Source: an optimization exercise on an open RTL-to-GDS flow (aim: small area). Production flows keep margins and buffers that such runs may drop. Function not checked in this run: the RTL went through the layout flow alone.

==> flow/design.v <==
module processing_element(activation, weight, out, clk, rst);
parameter NON_ZERO_WEIGHTS = 108,
          SPECIAL_CASE = 0,
          FRACTIONAL_BITS = 8,
          BIT_SIZE = 16;
output reg signed [BIT_SIZE-1:0] out;
input [BIT_SIZE-1:0] activation, weight;
input clk, rst;
reg [23:0] s_n;        
reg [15:0] d1, d2, d3, d4;   
reg [6:0] cnt;       
reg valid;           
wire load = (cnt == 0);
wire [23:0] nxt;
wire one1;
wire two2;
wire neg3;
wire none4;
wire ntwo5;
wire nx6;
wire nx7;
wire nx8;
wire nx9;
wire nx10;
wire nx11;
wire nx12;
wire nx13;
wire nx14;
wire nx15;
wire nx16;
wire nx17;
wire nx18;
wire nx19;
wire nx20;
wire nx21;
wire pp22;
wire pp23;
wire pp24;
wire pp25;
wire pp26;
wire pp27;
wire pp28;
wire pp29;
wire pp30;
wire pp31;
wire pp32;
wire pp33;
wire pp34;
wire pp35;
wire pp36;
wire pp37;
wire pp38;
wire one39;
wire two40;
wire neg41;
wire none42;
wire ntwo43;
wire nx44;
wire nx45;
wire nx46;
wire nx47;
wire nx48;
wire nx49;
wire nx50;
wire nx51;
wire nx52;
wire nx53;
wire nx54;
wire nx55;
wire nx56;
wire nx57;
wire nx58;
wire nx59;
wire pp60;
wire pp61;
wire pp62;
wire pp63;
wire pp64;
wire pp65;
wire pp66;
wire pp67;
wire pp68;
wire pp69;
wire pp70;
wire pp71;
wire pp72;
wire pp73;
wire pp74;
wire pp75;
wire pp76;
wire one77;
wire two78;
wire neg79;
wire none80;
wire ntwo81;
wire nx82;
wire nx83;
wire nx84;
wire nx85;
wire nx86;
wire nx87;
wire nx88;
wire nx89;
wire nx90;
wire nx91;
wire nx92;
wire nx93;
wire nx94;
wire nx95;
wire nx96;
wire nx97;
wire pp98;
wire pp99;
wire pp100;
wire pp101;
wire pp102;
wire pp103;
wire pp104;
wire pp105;
wire pp106;
wire pp107;
wire pp108;
wire pp109;
wire pp110;
wire pp111;
wire pp112;
wire pp113;
wire pp114;
wire one115;
wire two116;
wire neg117;
wire none118;
wire ntwo119;
wire nx120;
wire nx121;
wire nx122;
wire nx123;
wire nx124;
wire nx125;
wire nx126;
wire nx127;
wire nx128;
wire nx129;
wire nx130;
wire nx131;
wire nx132;
wire nx133;
wire nx134;
wire nx135;
wire pp136;
wire pp137;
wire pp138;
wire pp139;
wire pp140;
wire pp141;
wire pp142;
wire pp143;
wire pp144;
wire pp145;
wire pp146;
wire pp147;
wire pp148;
wire pp149;
wire pp150;
wire pp151;
wire pp152;
wire one153;
wire two154;
wire neg155;
wire none156;
wire ntwo157;
wire nx158;
wire nx159;
wire nx160;
wire nx161;
wire nx162;
wire nx163;
wire nx164;
wire nx165;
wire nx166;
wire nx167;
wire nx168;
wire nx169;
wire nx170;
wire nx171;
wire nx172;
wire nx173;
wire pp174;
wire pp175;
wire pp176;
wire pp177;
wire pp178;
wire pp179;
wire pp180;
wire pp181;
wire pp182;
wire pp183;
wire pp184;
wire pp185;
wire pp186;
wire pp187;
wire pp188;
wire pp189;
wire one190;
wire two191;
wire neg192;
wire none193;
wire ntwo194;
wire nx195;
wire nx196;
wire nx197;
wire nx198;
wire nx199;
wire nx200;
wire nx201;
wire nx202;
wire nx203;
wire nx204;
wire nx205;
wire nx206;
wire nx207;
wire nx208;
wire pp209;
wire pp210;
wire pp211;
wire pp212;
wire pp213;
wire pp214;
wire pp215;
wire pp216;
wire pp217;
wire pp218;
wire pp219;
wire pp220;
wire pp221;
wire pp222;
wire one223;
wire two224;
wire neg225;
wire none226;
wire ntwo227;
wire nx228;
wire nx229;
wire nx230;
wire nx231;
wire nx232;
wire nx233;
wire nx234;
wire nx235;
wire nx236;
wire nx237;
wire nx238;
wire nx239;
wire pp240;
wire pp241;
wire pp242;
wire pp243;
wire pp244;
wire pp245;
wire pp246;
wire pp247;
wire pp248;
wire pp249;
wire pp250;
wire pp251;
wire one252;
wire two253;
wire neg254;
wire none255;
wire ntwo256;
wire nx257;
wire nx258;
wire nx259;
wire nx260;
wire nx261;
wire nx262;
wire nx263;
wire nx264;
wire nx265;
wire nx266;
wire pp267;
wire pp268;
wire pp269;
wire pp270;
wire pp271;
wire pp272;
wire pp273;
wire pp274;
wire pp275;
wire pp276;
wire ac277;
wire ac278;
wire ac279;
wire ac280;
wire ac281;
wire ac282;
wire ac283;
wire ac284;
wire ac285;
wire ac286;
wire ac287;
wire ac288;
wire ac289;
wire ac290;
wire ac291;
wire ac292;
wire ac293;
wire ac294;
wire ac295;
wire ac296;
wire ac297;
wire ac298;
wire ac299;
wire ac300;
wire es301;
wire ec302;
wire es303;
wire ec304;
wire es305;
wire ec306;
wire es307;
wire fs308;
wire fc309;
wire fs310;
wire fc311;
wire fs312;
wire fc313;
wire fs314;
wire fc315;
wire fs316;
wire fc317;
wire fs318;
wire fc319;
wire fs320;
wire fc321;
wire fs322;
wire fc323;
wire fs324;
wire fc325;
wire fs326;
wire fc327;
wire fs328;
wire fc329;
wire fs330;
wire fc331;
wire fs332;
wire fc333;
wire fs334;
wire fc335;
wire fs336;
wire fc337;
wire fs338;
wire fc339;
wire fs340;
wire fc341;
wire fs342;
wire fc343;
wire fs344;
wire fc345;
wire fs346;
wire fc347;
wire hs348;
wire hc349;
wire fs350;
wire fc351;
wire fs352;
wire fc353;
wire fs354;
wire fc355;
wire fs356;
wire fc357;
wire fs358;
wire fc359;
wire fs360;
wire fc361;
wire fs362;
wire fc363;
wire fs364;
wire fc365;
wire fs366;
wire fc367;
wire fs368;
wire fc369;
wire fs370;
wire fc371;
wire fs372;
wire fc373;
wire fs374;
wire fc375;
wire fs376;
wire fc377;
wire fs378;
wire fc379;
wire fs380;
wire fc381;
wire fs382;
wire fc383;
wire hs384;
wire hc385;
wire fs386;
wire fc387;
wire fs388;
wire fc389;
wire fs390;
wire fc391;
wire fs392;
wire fc393;
wire fs394;
wire fc395;
wire fs396;
wire fc397;
wire fs398;
wire fs399;
wire fs400;
wire fc401;
wire fs402;
wire fc403;
wire fs404;
wire fc405;
wire fs406;
wire fc407;
wire fs408;
wire fc409;
wire fs410;
wire fc411;
wire fs412;
wire fc413;
wire fs414;
wire fc415;
wire fs416;
wire fc417;
wire hs418;
wire hc419;
wire fs420;
wire fc421;
wire hs422;
wire hc423;
wire fs424;
wire fc425;
wire fs426;
wire fc427;
wire fs428;
wire fc429;
wire fs430;
wire fc431;
wire fs432;
wire fc433;
wire fs434;
wire fc435;
wire fs436;
wire fc437;
wire fs438;
wire fc439;
wire fs440;
wire fc441;
wire fs442;
wire fc443;
wire fs444;
wire fc445;
wire fs446;
wire fc447;
wire fs448;
wire fc449;
wire fs450;
wire fc451;
wire fs452;
wire fc453;
wire fs454;
wire fc455;
wire fs456;
wire fc457;
wire hs458;
wire hc459;
wire fs460;
wire fc461;
wire fs462;
wire fs463;
wire fc464;
wire fs465;
wire fc466;
wire fs467;
wire fc468;
wire fs469;
wire fc470;
wire fs471;
wire fc472;
wire fs473;
wire fc474;
wire fs475;
wire fc476;
wire fs477;
wire fc478;
wire fs479;
wire fc480;
wire fs481;
wire fc482;
wire fs483;
wire fc484;
wire fs485;
wire fc486;
wire fs487;
wire fc488;
wire fs489;
wire fc490;
wire fs491;
wire fc492;
wire fs493;
wire fc494;
wire fs495;
wire fs496;
wire fc497;
wire fs498;
wire fc499;
wire fs500;
wire fc501;
wire fs502;
wire fc503;
wire fs504;
wire fc505;
wire fs506;
wire fc507;
wire fs508;
wire fc509;
wire fs510;
wire fc511;
wire fs512;
wire fc513;
wire fs514;
wire fc515;
wire fs516;
wire fc517;
wire fs518;
wire fc519;
wire hs520;
wire g521;
wire p522;
wire g523;
wire p524;
wire g525;
wire p526;
wire g527;
wire p528;
wire g529;
wire p530;
wire g531;
wire p532;
wire g533;
wire p534;
wire g535;
wire p536;
wire g537;
wire p538;
wire g539;
wire p540;
wire g541;
wire p542;
wire g543;
wire p544;
wire g545;
wire p546;
wire g547;
wire p548;
wire g549;
wire p550;
wire g551;
wire p552;
wire g553;
wire p554;
wire g555;
wire p556;
wire g557;
wire p558;
wire g559;
wire p560;
wire g561;
wire p562;
wire g563;
wire p564;
wire g565;
wire p566;
wire g567;
wire p568;
wire g569;
wire G570;
wire P571;
wire G572;
wire P573;
wire G574;
wire P575;
wire G576;
wire P577;
wire G578;
wire P579;
wire G580;
wire P581;
wire G582;
wire P583;
wire G584;
wire P585;
wire G586;
wire P587;
wire G588;
wire P589;
wire G590;
wire P591;
wire G592;
wire P593;
wire G594;
wire P595;
wire G596;
wire P597;
wire G598;
wire P599;
wire G600;
wire P601;
wire G602;
wire P603;
wire G604;
wire P605;
wire G606;
wire P607;
wire G608;
wire P609;
wire G610;
wire P611;
wire G612;
wire P613;
wire G614;
wire P615;
wire G616;
wire P617;
wire G618;
wire P619;
wire G620;
wire P621;
wire G622;
wire P623;
wire G624;
wire P625;
wire G626;
wire P627;
wire G628;
wire P629;
wire G630;
wire P631;
wire G632;
wire P633;
wire G634;
wire P635;
wire G636;
wire P637;
wire G638;
wire P639;
wire G640;
wire P641;
wire G642;
wire P643;
wire G644;
wire P645;
wire G646;
wire P647;
wire G648;
wire P649;
wire G650;
wire P651;
wire G652;
wire P653;
wire G654;
wire P655;
wire G656;
wire P657;
wire G658;
wire P659;
wire G660;
wire P661;
wire G662;
wire P663;
wire G664;
wire P665;
wire G666;
wire P667;
wire G668;
wire P669;
wire G670;
wire P671;
wire G672;
wire P673;
assign one1 = weight[0] ^ 1'b0;
assign two2 = (weight[1] & ~weight[0] & ~1'b0) | (~weight[1] & weight[0] & 1'b0);
assign neg3 = weight[1] & ~(weight[0] & 1'b0);
assign none4 = ~one1;
assign ntwo5 = ~two2;
assign nx6 = ~(activation[0] ^ neg3);
assign nx7 = ~(activation[1] ^ neg3);
assign nx8 = ~(activation[2] ^ neg3);
assign nx9 = ~(activation[3] ^ neg3);
assign nx10 = ~(activation[4] ^ neg3);
assign nx11 = ~(activation[5] ^ neg3);
assign nx12 = ~(activation[6] ^ neg3);
assign nx13 = ~(activation[7] ^ neg3);
assign nx14 = ~(activation[8] ^ neg3);
assign nx15 = ~(activation[9] ^ neg3);
assign nx16 = ~(activation[10] ^ neg3);
assign nx17 = ~(activation[11] ^ neg3);
assign nx18 = ~(activation[12] ^ neg3);
assign nx19 = ~(activation[13] ^ neg3);
assign nx20 = ~(activation[14] ^ neg3);
assign nx21 = ~(activation[15] ^ neg3);
assign pp22 = ((one1 & ~nx6) | (two2 & neg3));
pe_o22ai u_sel1 (.a(none4), .b(nx7), .c(ntwo5), .d(nx6), .y(pp23));
pe_o22ai u_sel2 (.a(none4), .b(nx8), .c(ntwo5), .d(nx7), .y(pp24));
pe_o22ai u_sel3 (.a(none4), .b(nx9), .c(ntwo5), .d(nx8), .y(pp25));
pe_o22ai u_sel4 (.a(none4), .b(nx10), .c(ntwo5), .d(nx9), .y(pp26));
pe_o22ai u_sel5 (.a(none4), .b(nx11), .c(ntwo5), .d(nx10), .y(pp27));
pe_o22ai u_sel6 (.a(none4), .b(nx12), .c(ntwo5), .d(nx11), .y(pp28));
pe_o22ai u_sel7 (.a(none4), .b(nx13), .c(ntwo5), .d(nx12), .y(pp29));
pe_o22ai u_sel8 (.a(none4), .b(nx14), .c(ntwo5), .d(nx13), .y(pp30));
pe_o22ai u_sel9 (.a(none4), .b(nx15), .c(ntwo5), .d(nx14), .y(pp31));
pe_o22ai u_sel10 (.a(none4), .b(nx16), .c(ntwo5), .d(nx15), .y(pp32));
pe_o22ai u_sel11 (.a(none4), .b(nx17), .c(ntwo5), .d(nx16), .y(pp33));
pe_o22ai u_sel12 (.a(none4), .b(nx18), .c(ntwo5), .d(nx17), .y(pp34));
pe_o22ai u_sel13 (.a(none4), .b(nx19), .c(ntwo5), .d(nx18), .y(pp35));
pe_o22ai u_sel14 (.a(none4), .b(nx20), .c(ntwo5), .d(nx19), .y(pp36));
pe_o22ai u_sel15 (.a(none4), .b(nx21), .c(ntwo5), .d(nx20), .y(pp37));
pe_o22a u_sel16 (.a(none4), .b(nx21), .c(ntwo5), .d(nx21), .y(pp38));
assign one39 = weight[2] ^ weight[1];
assign two40 = (weight[3] & ~weight[2] & ~weight[1]) | (~weight[3] & weight[2] & weight[1]);
assign neg41 = weight[3] & ~(weight[2] & weight[1]);
assign none42 = ~one39;
assign ntwo43 = ~two40;
assign nx44 = ~(activation[0] ^ neg41);
assign nx45 = ~(activation[1] ^ neg41);
assign nx46 = ~(activation[2] ^ neg41);
assign nx47 = ~(activation[3] ^ neg41);
assign nx48 = ~(activation[4] ^ neg41);
assign nx49 = ~(activation[5] ^ neg41);
assign nx50 = ~(activation[6] ^ neg41);
assign nx51 = ~(activation[7] ^ neg41);
assign nx52 = ~(activation[8] ^ neg41);
assign nx53 = ~(activation[9] ^ neg41);
assign nx54 = ~(activation[10] ^ neg41);
assign nx55 = ~(activation[11] ^ neg41);
assign nx56 = ~(activation[12] ^ neg41);
assign nx57 = ~(activation[13] ^ neg41);
assign nx58 = ~(activation[14] ^ neg41);
assign nx59 = ~(activation[15] ^ neg41);
assign pp60 = ((one39 & ~nx44) | (two40 & neg41));
pe_o22ai u_sel17 (.a(none42), .b(nx45), .c(ntwo43), .d(nx44), .y(pp61));
pe_o22ai u_sel18 (.a(none42), .b(nx46), .c(ntwo43), .d(nx45), .y(pp62));
pe_o22ai u_sel19 (.a(none42), .b(nx47), .c(ntwo43), .d(nx46), .y(pp63));
pe_o22ai u_sel20 (.a(none42), .b(nx48), .c(ntwo43), .d(nx47), .y(pp64));
pe_o22ai u_sel21 (.a(none42), .b(nx49), .c(ntwo43), .d(nx48), .y(pp65));
pe_o22ai u_sel22 (.a(none42), .b(nx50), .c(ntwo43), .d(nx49), .y(pp66));
pe_o22ai u_sel23 (.a(none42), .b(nx51), .c(ntwo43), .d(nx50), .y(pp67));
pe_o22ai u_sel24 (.a(none42), .b(nx52), .c(ntwo43), .d(nx51), .y(pp68));
pe_o22ai u_sel25 (.a(none42), .b(nx53), .c(ntwo43), .d(nx52), .y(pp69));
pe_o22ai u_sel26 (.a(none42), .b(nx54), .c(ntwo43), .d(nx53), .y(pp70));
pe_o22ai u_sel27 (.a(none42), .b(nx55), .c(ntwo43), .d(nx54), .y(pp71));
pe_o22ai u_sel28 (.a(none42), .b(nx56), .c(ntwo43), .d(nx55), .y(pp72));
pe_o22ai u_sel29 (.a(none42), .b(nx57), .c(ntwo43), .d(nx56), .y(pp73));
pe_o22ai u_sel30 (.a(none42), .b(nx58), .c(ntwo43), .d(nx57), .y(pp74));
pe_o22ai u_sel31 (.a(none42), .b(nx59), .c(ntwo43), .d(nx58), .y(pp75));
pe_o22a u_sel32 (.a(none42), .b(nx59), .c(ntwo43), .d(nx59), .y(pp76));
assign one77 = weight[4] ^ weight[3];
assign two78 = (weight[5] & ~weight[4] & ~weight[3]) | (~weight[5] & weight[4] & weight[3]);
assign neg79 = weight[5] & ~(weight[4] & weight[3]);
assign none80 = ~one77;
assign ntwo81 = ~two78;
assign nx82 = ~(activation[0] ^ neg79);
assign nx83 = ~(activation[1] ^ neg79);
assign nx84 = ~(activation[2] ^ neg79);
assign nx85 = ~(activation[3] ^ neg79);
assign nx86 = ~(activation[4] ^ neg79);
assign nx87 = ~(activation[5] ^ neg79);
assign nx88 = ~(activation[6] ^ neg79);
assign nx89 = ~(activation[7] ^ neg79);
assign nx90 = ~(activation[8] ^ neg79);
assign nx91 = ~(activation[9] ^ neg79);
assign nx92 = ~(activation[10] ^ neg79);
assign nx93 = ~(activation[11] ^ neg79);
assign nx94 = ~(activation[12] ^ neg79);
assign nx95 = ~(activation[13] ^ neg79);
assign nx96 = ~(activation[14] ^ neg79);
assign nx97 = ~(activation[15] ^ neg79);
assign pp98 = ((one77 & ~nx82) | (two78 & neg79));
pe_o22ai u_sel33 (.a(none80), .b(nx83), .c(ntwo81), .d(nx82), .y(pp99));
pe_o22ai u_sel34 (.a(none80), .b(nx84), .c(ntwo81), .d(nx83), .y(pp100));
pe_o22ai u_sel35 (.a(none80), .b(nx85), .c(ntwo81), .d(nx84), .y(pp101));
pe_o22ai u_sel36 (.a(none80), .b(nx86), .c(ntwo81), .d(nx85), .y(pp102));
pe_o22ai u_sel37 (.a(none80), .b(nx87), .c(ntwo81), .d(nx86), .y(pp103));
pe_o22ai u_sel38 (.a(none80), .b(nx88), .c(ntwo81), .d(nx87), .y(pp104));
pe_o22ai u_sel39 (.a(none80), .b(nx89), .c(ntwo81), .d(nx88), .y(pp105));
pe_o22ai u_sel40 (.a(none80), .b(nx90), .c(ntwo81), .d(nx89), .y(pp106));
pe_o22ai u_sel41 (.a(none80), .b(nx91), .c(ntwo81), .d(nx90), .y(pp107));
pe_o22ai u_sel42 (.a(none80), .b(nx92), .c(ntwo81), .d(nx91), .y(pp108));
pe_o22ai u_sel43 (.a(none80), .b(nx93), .c(ntwo81), .d(nx92), .y(pp109));
pe_o22ai u_sel44 (.a(none80), .b(nx94), .c(ntwo81), .d(nx93), .y(pp110));
pe_o22ai u_sel45 (.a(none80), .b(nx95), .c(ntwo81), .d(nx94), .y(pp111));
pe_o22ai u_sel46 (.a(none80), .b(nx96), .c(ntwo81), .d(nx95), .y(pp112));
pe_o22ai u_sel47 (.a(none80), .b(nx97), .c(ntwo81), .d(nx96), .y(pp113));
pe_o22a u_sel48 (.a(none80), .b(nx97), .c(ntwo81), .d(nx97), .y(pp114));
assign one115 = weight[6] ^ weight[5];
assign two116 = (weight[7] & ~weight[6] & ~weight[5]) | (~weight[7] & weight[6] & weight[5]);
assign neg117 = weight[7] & ~(weight[6] & weight[5]);
assign none118 = ~one115;
assign ntwo119 = ~two116;
assign nx120 = ~(activation[0] ^ neg117);
assign nx121 = ~(activation[1] ^ neg117);
assign nx122 = ~(activation[2] ^ neg117);
assign nx123 = ~(activation[3] ^ neg117);
assign nx124 = ~(activation[4] ^ neg117);
assign nx125 = ~(activation[5] ^ neg117);
assign nx126 = ~(activation[6] ^ neg117);
assign nx127 = ~(activation[7] ^ neg117);
assign nx128 = ~(activation[8] ^ neg117);
assign nx129 = ~(activation[9] ^ neg117);
assign nx130 = ~(activation[10] ^ neg117);
assign nx131 = ~(activation[11] ^ neg117);
assign nx132 = ~(activation[12] ^ neg117);
assign nx133 = ~(activation[13] ^ neg117);
assign nx134 = ~(activation[14] ^ neg117);
assign nx135 = ~(activation[15] ^ neg117);
assign pp136 = ((one115 & ~nx120) | (two116 & neg117));
pe_o22ai u_sel49 (.a(none118), .b(nx121), .c(ntwo119), .d(nx120), .y(pp137));
pe_o22ai u_sel50 (.a(none118), .b(nx122), .c(ntwo119), .d(nx121), .y(pp138));
pe_o22ai u_sel51 (.a(none118), .b(nx123), .c(ntwo119), .d(nx122), .y(pp139));
pe_o22ai u_sel52 (.a(none118), .b(nx124), .c(ntwo119), .d(nx123), .y(pp140));
pe_o22ai u_sel53 (.a(none118), .b(nx125), .c(ntwo119), .d(nx124), .y(pp141));
pe_o22ai u_sel54 (.a(none118), .b(nx126), .c(ntwo119), .d(nx125), .y(pp142));
pe_o22ai u_sel55 (.a(none118), .b(nx127), .c(ntwo119), .d(nx126), .y(pp143));
pe_o22ai u_sel56 (.a(none118), .b(nx128), .c(ntwo119), .d(nx127), .y(pp144));
pe_o22ai u_sel57 (.a(none118), .b(nx129), .c(ntwo119), .d(nx128), .y(pp145));
pe_o22ai u_sel58 (.a(none118), .b(nx130), .c(ntwo119), .d(nx129), .y(pp146));
pe_o22ai u_sel59 (.a(none118), .b(nx131), .c(ntwo119), .d(nx130), .y(pp147));
pe_o22ai u_sel60 (.a(none118), .b(nx132), .c(ntwo119), .d(nx131), .y(pp148));
pe_o22ai u_sel61 (.a(none118), .b(nx133), .c(ntwo119), .d(nx132), .y(pp149));
pe_o22ai u_sel62 (.a(none118), .b(nx134), .c(ntwo119), .d(nx133), .y(pp150));
pe_o22ai u_sel63 (.a(none118), .b(nx135), .c(ntwo119), .d(nx134), .y(pp151));
pe_o22a u_sel64 (.a(none118), .b(nx135), .c(ntwo119), .d(nx135), .y(pp152));
assign one153 = weight[8] ^ weight[7];
assign two154 = (weight[9] & ~weight[8] & ~weight[7]) | (~weight[9] & weight[8] & weight[7]);
assign neg155 = weight[9] & ~(weight[8] & weight[7]);
assign none156 = ~one153;
assign ntwo157 = ~two154;
assign nx158 = ~(activation[0] ^ neg155);
assign nx159 = ~(activation[1] ^ neg155);
assign nx160 = ~(activation[2] ^ neg155);
assign nx161 = ~(activation[3] ^ neg155);
assign nx162 = ~(activation[4] ^ neg155);
assign nx163 = ~(activation[5] ^ neg155);
assign nx164 = ~(activation[6] ^ neg155);
assign nx165 = ~(activation[7] ^ neg155);
assign nx166 = ~(activation[8] ^ neg155);
assign nx167 = ~(activation[9] ^ neg155);
assign nx168 = ~(activation[10] ^ neg155);
assign nx169 = ~(activation[11] ^ neg155);
assign nx170 = ~(activation[12] ^ neg155);
assign nx171 = ~(activation[13] ^ neg155);
assign nx172 = ~(activation[14] ^ neg155);
assign nx173 = ~(activation[15] ^ neg155);
assign pp174 = ((one153 & ~nx158) | (two154 & neg155));
pe_o22ai u_sel65 (.a(none156), .b(nx159), .c(ntwo157), .d(nx158), .y(pp175));
pe_o22ai u_sel66 (.a(none156), .b(nx160), .c(ntwo157), .d(nx159), .y(pp176));
pe_o22ai u_sel67 (.a(none156), .b(nx161), .c(ntwo157), .d(nx160), .y(pp177));
pe_o22ai u_sel68 (.a(none156), .b(nx162), .c(ntwo157), .d(nx161), .y(pp178));
pe_o22ai u_sel69 (.a(none156), .b(nx163), .c(ntwo157), .d(nx162), .y(pp179));
pe_o22ai u_sel70 (.a(none156), .b(nx164), .c(ntwo157), .d(nx163), .y(pp180));
pe_o22ai u_sel71 (.a(none156), .b(nx165), .c(ntwo157), .d(nx164), .y(pp181));
pe_o22ai u_sel72 (.a(none156), .b(nx166), .c(ntwo157), .d(nx165), .y(pp182));
pe_o22ai u_sel73 (.a(none156), .b(nx167), .c(ntwo157), .d(nx166), .y(pp183));
pe_o22ai u_sel74 (.a(none156), .b(nx168), .c(ntwo157), .d(nx167), .y(pp184));
pe_o22ai u_sel75 (.a(none156), .b(nx169), .c(ntwo157), .d(nx168), .y(pp185));
pe_o22ai u_sel76 (.a(none156), .b(nx170), .c(ntwo157), .d(nx169), .y(pp186));
pe_o22ai u_sel77 (.a(none156), .b(nx171), .c(ntwo157), .d(nx170), .y(pp187));
pe_o22ai u_sel78 (.a(none156), .b(nx172), .c(ntwo157), .d(nx171), .y(pp188));
pe_o22ai u_sel79 (.a(none156), .b(nx173), .c(ntwo157), .d(nx172), .y(pp189));
assign one190 = weight[10] ^ weight[9];
assign two191 = (weight[11] & ~weight[10] & ~weight[9]) | (~weight[11] & weight[10] & weight[9]);
assign neg192 = weight[11] & ~(weight[10] & weight[9]);
assign none193 = ~one190;
assign ntwo194 = ~two191;
assign nx195 = ~(activation[0] ^ neg192);
assign nx196 = ~(activation[1] ^ neg192);
assign nx197 = ~(activation[2] ^ neg192);
assign nx198 = ~(activation[3] ^ neg192);
assign nx199 = ~(activation[4] ^ neg192);
assign nx200 = ~(activation[5] ^ neg192);
assign nx201 = ~(activation[6] ^ neg192);
assign nx202 = ~(activation[7] ^ neg192);
assign nx203 = ~(activation[8] ^ neg192);
assign nx204 = ~(activation[9] ^ neg192);
assign nx205 = ~(activation[10] ^ neg192);
assign nx206 = ~(activation[11] ^ neg192);
assign nx207 = ~(activation[12] ^ neg192);
assign nx208 = ~(activation[13] ^ neg192);
assign pp209 = ((one190 & ~nx195) | (two191 & neg192));
pe_o22ai u_sel80 (.a(none193), .b(nx196), .c(ntwo194), .d(nx195), .y(pp210));
pe_o22ai u_sel81 (.a(none193), .b(nx197), .c(ntwo194), .d(nx196), .y(pp211));
pe_o22ai u_sel82 (.a(none193), .b(nx198), .c(ntwo194), .d(nx197), .y(pp212));
pe_o22ai u_sel83 (.a(none193), .b(nx199), .c(ntwo194), .d(nx198), .y(pp213));
pe_o22ai u_sel84 (.a(none193), .b(nx200), .c(ntwo194), .d(nx199), .y(pp214));
pe_o22ai u_sel85 (.a(none193), .b(nx201), .c(ntwo194), .d(nx200), .y(pp215));
pe_o22ai u_sel86 (.a(none193), .b(nx202), .c(ntwo194), .d(nx201), .y(pp216));
pe_o22ai u_sel87 (.a(none193), .b(nx203), .c(ntwo194), .d(nx202), .y(pp217));
pe_o22ai u_sel88 (.a(none193), .b(nx204), .c(ntwo194), .d(nx203), .y(pp218));
pe_o22ai u_sel89 (.a(none193), .b(nx205), .c(ntwo194), .d(nx204), .y(pp219));
pe_o22ai u_sel90 (.a(none193), .b(nx206), .c(ntwo194), .d(nx205), .y(pp220));
pe_o22ai u_sel91 (.a(none193), .b(nx207), .c(ntwo194), .d(nx206), .y(pp221));
pe_o22ai u_sel92 (.a(none193), .b(nx208), .c(ntwo194), .d(nx207), .y(pp222));
assign one223 = weight[12] ^ weight[11];
assign two224 = (weight[13] & ~weight[12] & ~weight[11]) | (~weight[13] & weight[12] & weight[11]);
assign neg225 = weight[13] & ~(weight[12] & weight[11]);
assign none226 = ~one223;
assign ntwo227 = ~two224;
assign nx228 = ~(activation[0] ^ neg225);
assign nx229 = ~(activation[1] ^ neg225);
assign nx230 = ~(activation[2] ^ neg225);
assign nx231 = ~(activation[3] ^ neg225);
assign nx232 = ~(activation[4] ^ neg225);
assign nx233 = ~(activation[5] ^ neg225);
assign nx234 = ~(activation[6] ^ neg225);
assign nx235 = ~(activation[7] ^ neg225);
assign nx236 = ~(activation[8] ^ neg225);
assign nx237 = ~(activation[9] ^ neg225);
assign nx238 = ~(activation[10] ^ neg225);
assign nx239 = ~(activation[11] ^ neg225);
assign pp240 = ((one223 & ~nx228) | (two224 & neg225));
pe_o22ai u_sel93 (.a(none226), .b(nx229), .c(ntwo227), .d(nx228), .y(pp241));
pe_o22ai u_sel94 (.a(none226), .b(nx230), .c(ntwo227), .d(nx229), .y(pp242));
pe_o22ai u_sel95 (.a(none226), .b(nx231), .c(ntwo227), .d(nx230), .y(pp243));
pe_o22ai u_sel96 (.a(none226), .b(nx232), .c(ntwo227), .d(nx231), .y(pp244));
pe_o22ai u_sel97 (.a(none226), .b(nx233), .c(ntwo227), .d(nx232), .y(pp245));
pe_o22ai u_sel98 (.a(none226), .b(nx234), .c(ntwo227), .d(nx233), .y(pp246));
pe_o22ai u_sel99 (.a(none226), .b(nx235), .c(ntwo227), .d(nx234), .y(pp247));
pe_o22ai u_sel100 (.a(none226), .b(nx236), .c(ntwo227), .d(nx235), .y(pp248));
pe_o22ai u_sel101 (.a(none226), .b(nx237), .c(ntwo227), .d(nx236), .y(pp249));
pe_o22ai u_sel102 (.a(none226), .b(nx238), .c(ntwo227), .d(nx237), .y(pp250));
pe_o22ai u_sel103 (.a(none226), .b(nx239), .c(ntwo227), .d(nx238), .y(pp251));
assign one252 = weight[14] ^ weight[13];
assign two253 = (weight[15] & ~weight[14] & ~weight[13]) | (~weight[15] & weight[14] & weight[13]);
assign neg254 = weight[15] & ~(weight[14] & weight[13]);
assign none255 = ~one252;
assign ntwo256 = ~two253;
assign nx257 = ~(activation[0] ^ neg254);
assign nx258 = ~(activation[1] ^ neg254);
assign nx259 = ~(activation[2] ^ neg254);
assign nx260 = ~(activation[3] ^ neg254);
assign nx261 = ~(activation[4] ^ neg254);
assign nx262 = ~(activation[5] ^ neg254);
assign nx263 = ~(activation[6] ^ neg254);
assign nx264 = ~(activation[7] ^ neg254);
assign nx265 = ~(activation[8] ^ neg254);
assign nx266 = ~(activation[9] ^ neg254);
assign pp267 = ((one252 & ~nx257) | (two253 & neg254));
pe_o22ai u_sel104 (.a(none255), .b(nx258), .c(ntwo256), .d(nx257), .y(pp268));
pe_o22ai u_sel105 (.a(none255), .b(nx259), .c(ntwo256), .d(nx258), .y(pp269));
pe_o22ai u_sel106 (.a(none255), .b(nx260), .c(ntwo256), .d(nx259), .y(pp270));
pe_o22ai u_sel107 (.a(none255), .b(nx261), .c(ntwo256), .d(nx260), .y(pp271));
pe_o22ai u_sel108 (.a(none255), .b(nx262), .c(ntwo256), .d(nx261), .y(pp272));
pe_o22ai u_sel109 (.a(none255), .b(nx263), .c(ntwo256), .d(nx262), .y(pp273));
pe_o22ai u_sel110 (.a(none255), .b(nx264), .c(ntwo256), .d(nx263), .y(pp274));
pe_o22ai u_sel111 (.a(none255), .b(nx265), .c(ntwo256), .d(nx264), .y(pp275));
pe_o22ai u_sel112 (.a(none255), .b(nx266), .c(ntwo256), .d(nx265), .y(pp276));
assign ac277 = ~(s_n[0] | load);
assign ac278 = ~(s_n[1] | load);
assign ac279 = ~(s_n[2] | load);
assign ac280 = ~(s_n[3] | load);
assign ac281 = ~(s_n[4] | load);
assign ac282 = ~(s_n[5] | load);
assign ac283 = ~(s_n[6] | load);
assign ac284 = ~(s_n[7] | load);
assign ac285 = ~(s_n[8] | load);
assign ac286 = ~(s_n[9] | load);
assign ac287 = ~(s_n[10] | load);
assign ac288 = ~(s_n[11] | load);
assign ac289 = ~(s_n[12] | load);
assign ac290 = ~(s_n[13] | load);
assign ac291 = ~(s_n[14] | load);
assign ac292 = ~(s_n[15] | load);
assign ac293 = ~(s_n[16] | load);
assign ac294 = ~(s_n[17] | load);
assign ac295 = ~(s_n[18] | load);
assign ac296 = ~(s_n[19] | load);
assign ac297 = ~(s_n[20] | load);
assign ac298 = ~(s_n[21] | load);
assign ac299 = ~(s_n[22] | load);
assign ac300 = ~(s_n[23] | load);
pe_ha u_ha113 (.a(ac291), .b(neg254), .s(es301), .co(ec302));
pe_ha u_ha114 (.a(ac292), .b(ec302), .s(es303), .co(ec304));
assign es305 = ~(ac293 ^ ec304);
assign ec306 = ac293 | ec304;
assign es307 = ~ac294;
pe_fa u_fa115 (.a(ac279), .b(neg41), .c(pp24), .s(fs308), .co(fc309));
pe_fa u_fa116 (.a(ac280), .b(pp25), .c(pp61), .s(fs310), .co(fc311));
pe_fa u_fa117 (.a(ac281), .b(neg79), .c(pp26), .s(fs312), .co(fc313));
pe_fa u_fa118 (.a(ac282), .b(pp27), .c(pp63), .s(fs314), .co(fc315));
pe_fa u_fa119 (.a(ac283), .b(neg117), .c(pp28), .s(fs316), .co(fc317));
pe_fa u_fa120 (.a(pp64), .b(pp100), .c(pp136), .s(fs318), .co(fc319));
pe_fa u_fa121 (.a(ac284), .b(pp29), .c(pp65), .s(fs320), .co(fc321));
pe_fa u_fa122 (.a(ac285), .b(neg155), .c(pp30), .s(fs322), .co(fc323));
pe_fa u_fa123 (.a(pp66), .b(pp102), .c(pp138), .s(fs324), .co(fc325));
pe_fa u_fa124 (.a(ac286), .b(pp31), .c(pp67), .s(fs326), .co(fc327));
pe_fa u_fa125 (.a(pp103), .b(pp139), .c(pp175), .s(fs328), .co(fc329));
pe_fa u_fa126 (.a(ac287), .b(neg192), .c(pp32), .s(fs330), .co(fc331));
pe_fa u_fa127 (.a(pp68), .b(pp104), .c(pp140), .s(fs332), .co(fc333));
pe_fa u_fa128 (.a(ac288), .b(pp33), .c(pp69), .s(fs334), .co(fc335));
pe_fa u_fa129 (.a(pp105), .b(pp141), .c(pp177), .s(fs336), .co(fc337));
pe_fa u_fa130 (.a(ac289), .b(neg225), .c(pp34), .s(fs338), .co(fc339));
pe_fa u_fa131 (.a(pp70), .b(pp106), .c(pp142), .s(fs340), .co(fc341));
pe_fa u_fa132 (.a(pp178), .b(pp211), .c(pp240), .s(fs342), .co(fc343));
pe_fa u_fa133 (.a(ac290), .b(pp35), .c(pp71), .s(fs344), .co(fc345));
pe_fa u_fa134 (.a(pp107), .b(pp143), .c(pp179), .s(fs346), .co(fc347));
pe_ha u_ha135 (.a(pp212), .b(pp241), .s(hs348), .co(hc349));
pe_fa u_fa136 (.a(es301), .b(pp36), .c(pp72), .s(fs350), .co(fc351));
pe_fa u_fa137 (.a(pp108), .b(pp144), .c(pp180), .s(fs352), .co(fc353));
pe_fa u_fa138 (.a(pp213), .b(pp242), .c(pp267), .s(fs354), .co(fc355));
pe_fa u_fa139 (.a(es303), .b(pp37), .c(pp73), .s(fs356), .co(fc357));
pe_fa u_fa140 (.a(pp109), .b(pp145), .c(pp181), .s(fs358), .co(fc359));
pe_fa u_fa141 (.a(pp214), .b(pp243), .c(pp268), .s(fs360), .co(fc361));
pe_fa u_fa142 (.a(pp38), .b(pp74), .c(pp110), .s(fs362), .co(fc363));
pe_fa u_fa143 (.a(pp146), .b(pp182), .c(pp215), .s(fs364), .co(fc365));
pe_fa u_fa144 (.a(pp244), .b(pp269), .c(es305), .s(fs366), .co(fc367));
pe_fa u_fa145 (.a(es307), .b(pp75), .c(pp111), .s(fs368), .co(fc369));
pe_fa u_fa146 (.a(pp147), .b(pp183), .c(pp216), .s(fs370), .co(fc371));
pe_fa u_fa147 (.a(pp245), .b(pp270), .c(ec306), .s(fs372), .co(fc373));
pe_fa u_fa148 (.a(ac295), .b(ac294), .c(pp76), .s(fs374), .co(fc375));
pe_fa u_fa149 (.a(pp112), .b(pp148), .c(pp184), .s(fs376), .co(fc377));
pe_fa u_fa150 (.a(pp217), .b(pp246), .c(pp271), .s(fs378), .co(fc379));
pe_fa u_fa151 (.a(1'b1), .b(ac296), .c(pp113), .s(fs380), .co(fc381));
pe_fa u_fa152 (.a(pp149), .b(pp185), .c(pp218), .s(fs382), .co(fc383));
pe_ha u_ha153 (.a(pp247), .b(pp272), .s(hs384), .co(hc385));
pe_fa u_fa154 (.a(ac297), .b(pp114), .c(pp150), .s(fs386), .co(fc387));
pe_fa u_fa155 (.a(pp186), .b(pp219), .c(pp248), .s(fs388), .co(fc389));
pe_fa u_fa156 (.a(1'b1), .b(ac298), .c(pp151), .s(fs390), .co(fc391));
pe_fa u_fa157 (.a(pp187), .b(pp220), .c(pp249), .s(fs392), .co(fc393));
pe_fa u_fa158 (.a(ac299), .b(pp152), .c(pp188), .s(fs394), .co(fc395));
pe_fa u_fa159 (.a(pp221), .b(pp250), .c(pp275), .s(fs396), .co(fc397));
assign fs398 = 1'b1 ^ ac300 ^ pp189;
assign fs399 = pp222 ^ pp251 ^ pp276;
pe_fa u_fa160 (.a(pp62), .b(pp98), .c(fc311), .s(fs400), .co(fc401));
pe_fa u_fa161 (.a(pp99), .b(fc313), .c(fs314), .s(fs402), .co(fc403));
pe_fa u_fa162 (.a(fc315), .b(fs316), .c(fs318), .s(fs404), .co(fc405));
pe_fa u_fa163 (.a(pp101), .b(pp137), .c(fc317), .s(fs406), .co(fc407));
pe_fa u_fa164 (.a(pp174), .b(fc321), .c(fs322), .s(fs408), .co(fc409));
pe_fa u_fa165 (.a(fc323), .b(fc325), .c(fs326), .s(fs410), .co(fc411));
pe_fa u_fa166 (.a(pp176), .b(pp209), .c(fc327), .s(fs412), .co(fc413));
pe_fa u_fa167 (.a(fc329), .b(fs330), .c(fs332), .s(fs414), .co(fc415));
pe_fa u_fa168 (.a(pp210), .b(fc331), .c(fc333), .s(fs416), .co(fc417));
pe_ha u_ha169 (.a(fs334), .b(fs336), .s(hs418), .co(hc419));
pe_fa u_fa170 (.a(fc335), .b(fc337), .c(fs338), .s(fs420), .co(fc421));
pe_ha u_ha171 (.a(fs340), .b(fs342), .s(hs422), .co(hc423));
pe_fa u_fa172 (.a(hs348), .b(fc339), .c(fc341), .s(fs424), .co(fc425));
pe_fa u_fa173 (.a(fc343), .b(fs344), .c(fs346), .s(fs426), .co(fc427));
pe_fa u_fa174 (.a(hc349), .b(fc345), .c(fc347), .s(fs428), .co(fc429));
pe_fa u_fa175 (.a(fs350), .b(fs352), .c(fs354), .s(fs430), .co(fc431));
pe_fa u_fa176 (.a(fc351), .b(fc353), .c(fc355), .s(fs432), .co(fc433));
pe_fa u_fa177 (.a(fs356), .b(fs358), .c(fs360), .s(fs434), .co(fc435));
pe_fa u_fa178 (.a(fc357), .b(fc359), .c(fc361), .s(fs436), .co(fc437));
pe_fa u_fa179 (.a(fs362), .b(fs364), .c(fs366), .s(fs438), .co(fc439));
pe_fa u_fa180 (.a(fc363), .b(fc365), .c(fs368), .s(fs440), .co(fc441));
pe_fa u_fa181 (.a(fs370), .b(fc367), .c(fs372), .s(fs442), .co(fc443));
pe_fa u_fa182 (.a(fc369), .b(fc371), .c(fs374), .s(fs444), .co(fc445));
pe_fa u_fa183 (.a(fs376), .b(fs378), .c(fc373), .s(fs446), .co(fc447));
pe_fa u_fa184 (.a(hs384), .b(fc375), .c(fc377), .s(fs448), .co(fc449));
pe_fa u_fa185 (.a(fc379), .b(fs380), .c(fs382), .s(fs450), .co(fc451));
pe_fa u_fa186 (.a(pp273), .b(hc385), .c(fc381), .s(fs452), .co(fc453));
pe_fa u_fa187 (.a(fc383), .b(fs386), .c(fs388), .s(fs454), .co(fc455));
pe_fa u_fa188 (.a(pp274), .b(fc387), .c(fc389), .s(fs456), .co(fc457));
pe_ha u_ha189 (.a(fs390), .b(fs392), .s(hs458), .co(hc459));
pe_fa u_fa190 (.a(fc391), .b(fc393), .c(fs394), .s(fs460), .co(fc461));
assign fs462 = fc395 ^ fc397 ^ fs398;
pe_fa u_fa191 (.a(fc319), .b(fs320), .c(fc405), .s(fs463), .co(fc464));
pe_fa u_fa192 (.a(fs324), .b(fc407), .c(fs408), .s(fs465), .co(fc466));
pe_fa u_fa193 (.a(fs328), .b(fc409), .c(fs410), .s(fs467), .co(fc468));
pe_fa u_fa194 (.a(fc411), .b(fs412), .c(fs414), .s(fs469), .co(fc470));
pe_fa u_fa195 (.a(hs418), .b(fc413), .c(fc415), .s(fs471), .co(fc472));
pe_fa u_fa196 (.a(hc419), .b(hs422), .c(fc417), .s(fs473), .co(fc474));
pe_fa u_fa197 (.a(hc423), .b(fc421), .c(fs424), .s(fs475), .co(fc476));
pe_fa u_fa198 (.a(fc425), .b(fc427), .c(fs428), .s(fs477), .co(fc478));
pe_fa u_fa199 (.a(fc429), .b(fc431), .c(fs432), .s(fs479), .co(fc480));
pe_fa u_fa200 (.a(fc433), .b(fc435), .c(fs436), .s(fs481), .co(fc482));
pe_fa u_fa201 (.a(fc437), .b(fs440), .c(fc439), .s(fs483), .co(fc484));
pe_fa u_fa202 (.a(fc441), .b(fs444), .c(fc443), .s(fs485), .co(fc486));
pe_fa u_fa203 (.a(fc445), .b(fs448), .c(fc447), .s(fs487), .co(fc488));
pe_fa u_fa204 (.a(fc449), .b(fc451), .c(fs452), .s(fs489), .co(fc490));
pe_fa u_fa205 (.a(hs458), .b(fc453), .c(fc455), .s(fs491), .co(fc492));
pe_fa u_fa206 (.a(fs396), .b(hc459), .c(fc457), .s(fs493), .co(fc494));
assign fs495 = fs399 ^ fc461 ^ fs462;
pe_fa u_fa207 (.a(fs416), .b(fc470), .c(fs471), .s(fs496), .co(fc497));
pe_fa u_fa208 (.a(fs420), .b(fc472), .c(fs473), .s(fs498), .co(fc499));
pe_fa u_fa209 (.a(fs426), .b(fc474), .c(fs475), .s(fs500), .co(fc501));
pe_fa u_fa210 (.a(fs430), .b(fc476), .c(fs477), .s(fs502), .co(fc503));
pe_fa u_fa211 (.a(fs434), .b(fc478), .c(fs479), .s(fs504), .co(fc505));
pe_fa u_fa212 (.a(fs438), .b(fc480), .c(fs481), .s(fs506), .co(fc507));
pe_fa u_fa213 (.a(fs442), .b(fc482), .c(fs483), .s(fs508), .co(fc509));
pe_fa u_fa214 (.a(fs446), .b(fc484), .c(fs485), .s(fs510), .co(fc511));
pe_fa u_fa215 (.a(fs450), .b(fc486), .c(fs487), .s(fs512), .co(fc513));
pe_fa u_fa216 (.a(fs454), .b(fc488), .c(fs489), .s(fs514), .co(fc515));
pe_fa u_fa217 (.a(fs456), .b(fc490), .c(fs491), .s(fs516), .co(fc517));
pe_fa u_fa218 (.a(fs460), .b(fc492), .c(fs493), .s(fs518), .co(fc519));
assign hs520 = fc494 ^ fs495;
assign g521 = neg3 & pp22;
assign p522 = neg3 ^ pp22;
assign g523 = ac278 & pp23;
assign p524 = ac278 ^ pp23;
assign g525 = pp60 & fs308;
assign p526 = pp60 ^ fs308;
assign g527 = fc309 & fs310;
assign p528 = fc309 ^ fs310;
assign g529 = fs312 & fs400;
assign p530 = fs312 ^ fs400;
assign g531 = fc401 & fs402;
assign p532 = fc401 ^ fs402;
assign g533 = fc403 & fs404;
assign p534 = fc403 ^ fs404;
assign g535 = fs406 & fs463;
assign p536 = fs406 ^ fs463;
assign g537 = fc464 & fs465;
assign p538 = fc464 ^ fs465;
assign g539 = fc466 & fs467;
assign p540 = fc466 ^ fs467;
assign g541 = fc468 & fs469;
assign p542 = fc468 ^ fs469;
assign g543 = fs496 & 1'b0;
assign p544 = fs496 ^ 1'b0;
assign g545 = fc497 & fs498;
assign p546 = fc497 ^ fs498;
assign g547 = fc499 & fs500;
assign p548 = fc499 ^ fs500;
assign g549 = fc501 & fs502;
assign p550 = fc501 ^ fs502;
assign g551 = fc503 & fs504;
assign p552 = fc503 ^ fs504;
assign g553 = fc505 & fs506;
assign p554 = fc505 ^ fs506;
assign g555 = fc507 & fs508;
assign p556 = fc507 ^ fs508;
assign g557 = fc509 & fs510;
assign p558 = fc509 ^ fs510;
assign g559 = fc511 & fs512;
assign p560 = fc511 ^ fs512;
assign g561 = fc513 & fs514;
assign p562 = fc513 ^ fs514;
assign g563 = fc515 & fs516;
assign p564 = fc515 ^ fs516;
assign g565 = fc517 & fs518;
assign p566 = fc517 ^ fs518;
assign g567 = fc519 & hs520;
assign p568 = fc519 ^ hs520;
assign g569 = (neg3 & pp22) | (neg3 & ac277) | (pp22 & ac277);
assign G570 = g523 | (p524 & g569);
assign P571 = p524 & p522;
assign G572 = g527 | (p528 & g525);
assign P573 = p528 & p526;
assign G574 = g531 | (p532 & g529);
assign P575 = p532 & p530;
assign G576 = g535 | (p536 & g533);
assign P577 = p536 & p534;
assign G578 = g539 | (p540 & g537);
assign P579 = p540 & p538;
assign G580 = g543 | (p544 & g541);
assign P581 = p544 & p542;
assign G582 = g547 | (p548 & g545);
assign P583 = p548 & p546;
assign G584 = g551 | (p552 & g549);
assign P585 = p552 & p550;
assign G586 = g555 | (p556 & g553);
assign P587 = p556 & p554;
assign G588 = g559 | (p560 & g557);
assign P589 = p560 & p558;
assign G590 = g563 | (p564 & g561);
assign P591 = p564 & p562;
assign G592 = g567 | (p568 & g565);
assign P593 = p568 & p566;
assign G594 = g525 | (p526 & G570);
assign P595 = p526 & P571;
assign G596 = G572 | (P573 & G570);
assign P597 = P573 & P571;
assign G598 = g533 | (p534 & G574);
assign P599 = p534 & P575;
assign G600 = G576 | (P577 & G574);
assign P601 = P577 & P575;
assign G602 = g541 | (p542 & G578);
assign P603 = p542 & P579;
assign G604 = G580 | (P581 & G578);
assign P605 = P581 & P579;
assign G606 = g549 | (p550 & G582);
assign P607 = p550 & P583;
assign G608 = G584 | (P585 & G582);
assign P609 = P585 & P583;
assign G610 = g557 | (p558 & G586);
assign P611 = p558 & P587;
assign G612 = G588 | (P589 & G586);
assign P613 = P589 & P587;
assign G614 = g565 | (p566 & G590);
assign P615 = p566 & P591;
assign G616 = G592 | (P593 & G590);
assign P617 = P593 & P591;
assign G618 = g529 | (p530 & G596);
assign P619 = p530 & P597;
assign G620 = G574 | (P575 & G596);
assign P621 = P575 & P597;
assign G622 = G598 | (P599 & G596);
assign P623 = P599 & P597;
assign G624 = G600 | (P601 & G596);
assign P625 = P601 & P597;
assign G626 = g545 | (p546 & G604);
assign P627 = p546 & P605;
assign G628 = G582 | (P583 & G604);
assign P629 = P583 & P605;
assign G630 = G606 | (P607 & G604);
assign P631 = P607 & P605;
assign G632 = G608 | (P609 & G604);
assign P633 = P609 & P605;
assign G634 = g561 | (p562 & G612);
assign P635 = p562 & P613;
assign G636 = G590 | (P591 & G612);
assign P637 = P591 & P613;
assign G638 = G614 | (P615 & G612);
assign P639 = P615 & P613;
assign G640 = G616 | (P617 & G612);
assign P641 = P617 & P613;
assign G642 = g537 | (p538 & G624);
assign P643 = p538 & P625;
assign G644 = G578 | (P579 & G624);
assign P645 = P579 & P625;
assign G646 = G602 | (P603 & G624);
assign P647 = P603 & P625;
assign G648 = G604 | (P605 & G624);
assign P649 = P605 & P625;
assign G650 = G626 | (P627 & G624);
assign P651 = P627 & P625;
assign G652 = G628 | (P629 & G624);
assign P653 = P629 & P625;
assign G654 = G630 | (P631 & G624);
assign P655 = P631 & P625;
assign G656 = G632 | (P633 & G624);
assign P657 = P633 & P625;
assign G658 = g553 | (p554 & G656);
assign P659 = p554 & P657;
assign G660 = G586 | (P587 & G656);
assign P661 = P587 & P657;
assign G662 = G610 | (P611 & G656);
assign P663 = P611 & P657;
assign G664 = G612 | (P613 & G656);
assign P665 = P613 & P657;
assign G666 = G634 | (P635 & G656);
assign P667 = P635 & P657;
assign G668 = G636 | (P637 & G656);
assign P669 = P637 & P657;
assign G670 = G638 | (P639 & G656);
assign P671 = P639 & P657;
assign G672 = G640 | (P641 & G656);
assign P673 = P641 & P657;
assign nxt[0] = p522 ^ ac277;
assign nxt[1] = (p524 ^ g569);
assign nxt[2] = (p526 ^ G570);
assign nxt[3] = (p528 ^ G594);
assign nxt[4] = (p530 ^ G596);
assign nxt[5] = (p532 ^ G618);
assign nxt[6] = (p534 ^ G620);
assign nxt[7] = (p536 ^ G622);
assign nxt[8] = (p538 ^ G624);
assign nxt[9] = (p540 ^ G642);
assign nxt[10] = (p542 ^ G644);
assign nxt[11] = (p544 ^ G646);
assign nxt[12] = (p546 ^ G648);
assign nxt[13] = (p548 ^ G650);
assign nxt[14] = (p550 ^ G652);
assign nxt[15] = (p552 ^ G654);
assign nxt[16] = (p554 ^ G656);
assign nxt[17] = (p556 ^ G658);
assign nxt[18] = (p558 ^ G660);
assign nxt[19] = (p560 ^ G662);
assign nxt[20] = (p562 ^ G664);
assign nxt[21] = (p564 ^ G666);
assign nxt[22] = (p566 ^ G668);
assign nxt[23] = (p568 ^ G670);
always @(posedge clk) begin
  s_n <= ~nxt;
  d1 <= s_n[FRACTIONAL_BITS+15:FRACTIONAL_BITS];
  d2 <= d1;
  d3 <= d2;
  d4 <= d3;
  if (!rst) begin
    cnt <= 0;
    valid <= 1'b0;
    out <= 0;
  end else begin
    cnt <= (cnt == NON_ZERO_WEIGHTS - 1) ? 7'd0 : cnt + 7'd1;
    valid <= valid | (cnt == 4);
    out <= valid ? ~d4 : 16'd0;
  end
end
endmodule
module pe_fa(a, b, c, s, co);
input a, b, c;
output s, co;
assign s = a ^ b ^ c;
assign co = (a & b) | (a & c) | (b & c);
endmodule
module pe_o22ai(a, b, c, d, y);
input a, b, c, d;
output y;
assign y = ~((a | b) & (c | d));
endmodule
module pe_o22a(a, b, c, d, y);
input a, b, c, d;
output y;
assign y = (a | b) & (c | d);
endmodule
module pe_ha(a, b, s, co);
input a, b;
output s, co;
assign s = a ^ b;
assign co = a & b;
endmodule
==> flow/flow/run.sh <==
#!/bin/bash
# The standard layout (standard.sh, unchanged synthesis) with a few ORFS knobs:
#  - ports buffered with the smallest buffer instead of ORFS's default pick,
#  - synthesis buffers removed before placement (repair_design re-buffers),
#  - power recovery (downsizing of non-critical cells) after global routing,
#  - CTS without dummy load cells.
# All tool output goes to standard_flow.log here and ORFS's own logs under orfs/logs.
set -euo pipefail
export BUFFER_PORTS_ARGS="-buffer_cell sky130_fd_sc_hd__buf_1"
export REMOVE_ABC_BUFFERS=1
export RECOVER_POWER=100
export CTS_ARGS="-sink_clustering_enable -repair_clock_nets -buf_list sky130_fd_sc_hd__clkbuf_8 -dont_use_dummy_load"
bash standard.sh > standard_flow.log 2>&1
==> flow/standard.sh <==
#!/bin/bash
# synth_recipe.tcl (not shown) runs the flow's synth.tcl, then flattens the netlist and writes it again
# the make line also repeats each setting of config.mk as NAME=value (left out here)
make -C /OpenROAD-flow-scripts/flow DESIGN_CONFIG=/design/flow/config.mk WORK_HOME=/design/flow/orfs CLKGATE_MAP_FILE= SYNTH_SCRIPT=/design/flow/synth_recipe.tcl "${@:-finish}"
==> flow/config.mk <==
export PLATFORM = sky130hd
export DESIGN_NAME = processing_element
export DESIGN_NICKNAME = processing_element
export VERILOG_FILES = /design/flow/design.v
export SDC_FILE = /design/flow/constraint.sdc
export NUM_CORES = 4
export LEC_CHECK = 0
export CAP_MARGIN = 0
export CORE_MARGIN = 2
export CORE_UTILIZATION = 40
export CTS_BUF_LIST = sky130_fd_sc_hd__clkbuf_8
export GPL_TIMING_DRIVEN = 0
export SLEW_MARGIN = 0
export SYNTH_HIERARCHICAL = 1
==> flow/constraint.sdc <==
create_clock -name core_clock -period 6.5 [get_ports {clk}]
set_input_delay 1.3000 -clock core_clock [delete_from_list [all_inputs] [get_ports {clk}]]
set_output_delay 1.3000 -clock core_clock [all_outputs]
set_load 0.01 [all_outputs]
==> metrics.yaml <==
clock_network:
  cts_buffers: 9
  clk_path_buf_depth: 2
  clock_latency_ns: 0.36
  h-tree-depth: 3
  cts_tree: "yes"
  cts_sinks: 112
  clk_pin_slew_ns: 0.10
  cts-root-buf: "clkbuf_8"
  post_cts_buffers: 0
routing:
  wl_per_cell_um: 15.0
  ant_nets: 0
  viasPerCell: 5.03
  wirelength_mm: 15.5
  vias: 5198
  dr.pass1.iters: 5
  initialDrtViolationCount: 255
  drc: 0
setup_path:
  startpoint_type: "input port"
  path_class: "input port to register"
  worstPathArrival_ns: 6.41
  cp_max_fo: 17
  cp-end-kind: "register"
  crit_required_ns: 6.76
min_path:
  holdCritPathClass: "register to register"
logic_synthesis:
  synth_ff_type: "dfxtp_1"
  ys_seq_area_share_pct: 28.4
  synth_edf_count: 0
  async_flop_share_pct: 0
  yosys_register_bits: 112
  synth_top_area_share_pct: 28.4
  synth_common_cells: "xnor2_1, dfxtp_1, o22ai_1"
  yosysMostFrequentCell: "xnor2_1"
  synthCells: 733
  yosysWarnings: 7
  synth_area_um2: 7900
  ys_top_cells_by_area: "dfxtp_1, fa_1, xnor2_1, o22ai_1, ha_1"
  synth_cell_types: 46
  synth_area_leader_cell: "dfxtp_1"
  avgSynthCellArea_um2: 10.8
die:
  row_count: 51
  fp.dieH_um: 145
  fp.dieW_um: 145
  initial_core_util_pct: 40.7
  io_pins: 50
  die-area_um2: 20900
  core_area_um2: 19400
timing:
  hold_viol: 0
  max_slew_margin_pct: 9.05
  finalCriticalPeriod_ns: 6.15
  hold-worst-slack_ns: 0.314
  worst_pin_slew_ns: 1.36
  setup_violations: 0
  slew_viol_final: 0
  finalCritPeriodShare_pct: 94.6
  max_freq_mhz: 163
  tns_ns: 0
  rsz0062_at_grt: "false"
  finClkSkew_ns: 0.0309
layout:
  finalNonFillerCells: 1033
  fin_area_um2: 8530
  nNetsFinal: 946
  utilization_pct: 44.0
  diodes: 0
  drive_gt1_share_pct: 3.91
  area_delta_synth_final_pct: 8.02
grt:
  grt_max_degree: 25
  grt_pass1_wl_mm: 25.9
  grt_util_all_layers_pct: 15.9
  grt_pass1_vias: 4995
  grt_overflow: 0
  grt_antenna_before_repair: 0
flow_run:
  drv_cap: 0
place:
  dp_hpwl_mm: 13.5
  port_buffers: 49
  place_area_um2: 8400
  gp_congestion: 0.868
  place_inst: 1024
outcome:
  run_status: "complete, no violations"
[modules after synthesis, one instance, submodules excluded]
module	times used	flip-flops and latches	cells
processing_element	1	112	515
pe_fa	99	0	1
pe_ha	7	0	1
pe_o22a	4	0	1
pe_o22ai	108	0	1
[cell families after synthesis]
family	share of synthesized area (%)
other cells	0.0475
xor+xnor	16.1
simple gates	6.45
flops	28.4
fa+ha+maj	32.5
compound gates	13.5
buf+inv	3.07
[final timing paths]
check | endpoint | depth (start not counted) | startpoint | slack [ns]
max | s_n[17]$_DFF_P_ | 16 | weight[7] | 0.35
min | d2[7]$_DFF_P_ | 0 | d1[7]$_DFF_P_ | 0.31
max reg2reg | s_n[22]$_DFF_P_ | 24 | cnt[0]$_SDFF_PP0_ | 1.04
min reg2reg | d2[7]$_DFF_P_ | 0 | d1[7]$_DFF_P_ | 0.31
[sequential cells by signal (all words and copies together) (netlist names)]
name	flops
cnt	7
d1	16
d2	16
d3	16
d4	16
out	16
s_n	24
valid	1
[layout make-up]
class	instances	area, µm²
well taps	265	332
repair buffers	54	279
flip-flops and latches	112	2240
multi-input cells	559	5430
inverters	34	128
fillers	1894	10900
clock buffers	9	124
[metrics by stage]
stage	setup WS, ns
2_1_floorplan	0.207
3_3_place_gp	-1.12
3_5_place_dp	-0.787
4_1_cts	0.0935
5_1_grt	0.0797
6_report	0.349
[critical path, stage by stage]
cell     delay (ns)
buf_1          0.13
inv_1          0.13
nor3_1         0.06
a21oi_1        1.03
o22ai_1        0.21
fa_1           0.58
fa_1           0.45
fa_1           0.53
fa_1           0.41
ha_1           0.34
a21oi_1        0.13
o21ai_0        0.20
a21oi_2        0.23
inv_1          0.13
fa_1           0.39
xnor2_1        0.13
[metal layers]
metal | global-route usage, % | vias up | part of all wire, %
met2 | 24.7 | 93 | 45
met3 | 1.85 | 13 | 3.6
met5 | 0 | - | 0
li1 | - | 2596 | -
met4 | 4.70 | 0 | 0.97
met1 | 23.3 | 2496 | 51
[cells in the final DEF, fill, tap and decap left out, types with 3 or more instances in the layout]
master,Yosys,layout
xnor2_1,138,138
dfxtp_1,112,112
o22ai_1,108,108
fa_1,105,105
nor2_1,58,51
buf_1,9,47
ha_1,37,37
inv_1,33,34
a21oi_1,14,13
nor2b_1,11,10
clkbuf_8,0,9
nor2_2,0,7
o32ai_1,7,7
nand2_1,7,7
xor2_1,7,7
nor3_1,7,7
a21o_1,6,6
nand3_1,5,5
o21ai_0,4,5
nand2b_1,4,4
o22a_1,4,4
buf_8,0,4
and3_1,3,3
a21oi_2,2,3
or2_2,3,3
o211ai_1,2,3
a31oi_1,3,3
[repair_timing]
item / 4_1_cts / 5_1_grt
hold buffers: 0 / 0
hold endpoints to repair: 0 / 0
endpoints found under the setup margin: 10 / 3
gates resized for setup: 3 / 1

## port drivers added, routing unchanged
In the flow no input, the clock included, has a driving cell. The finished layout below was timed again as built, in two steps. Step 1, drivers: a clkbuf_16 drives clk and a buf_2 each remaining input, both assumed. Step 2 times the ports against the registers' clock, not the clock port: input delays grow and output delays shrink by t, the midpoint of the rising clock arrivals with the driver on. Slacks: no drivers / after step 1 / after step 2; pairs: no drivers / after step 1.
shift t [ns]: 0.375
setup WS [ns]: 0.349 / 0.361 / -0.014
worst setup path after step 2: input to register
worst data-port slew with drivers (ns): 0.03
cell pins on the clock port's net: 1
Met with ideal ports but missed after step 2: setup timing in this run. The setup slack of this run moves by +0.012 ns with the drivers and by -0.363 ns with both steps.
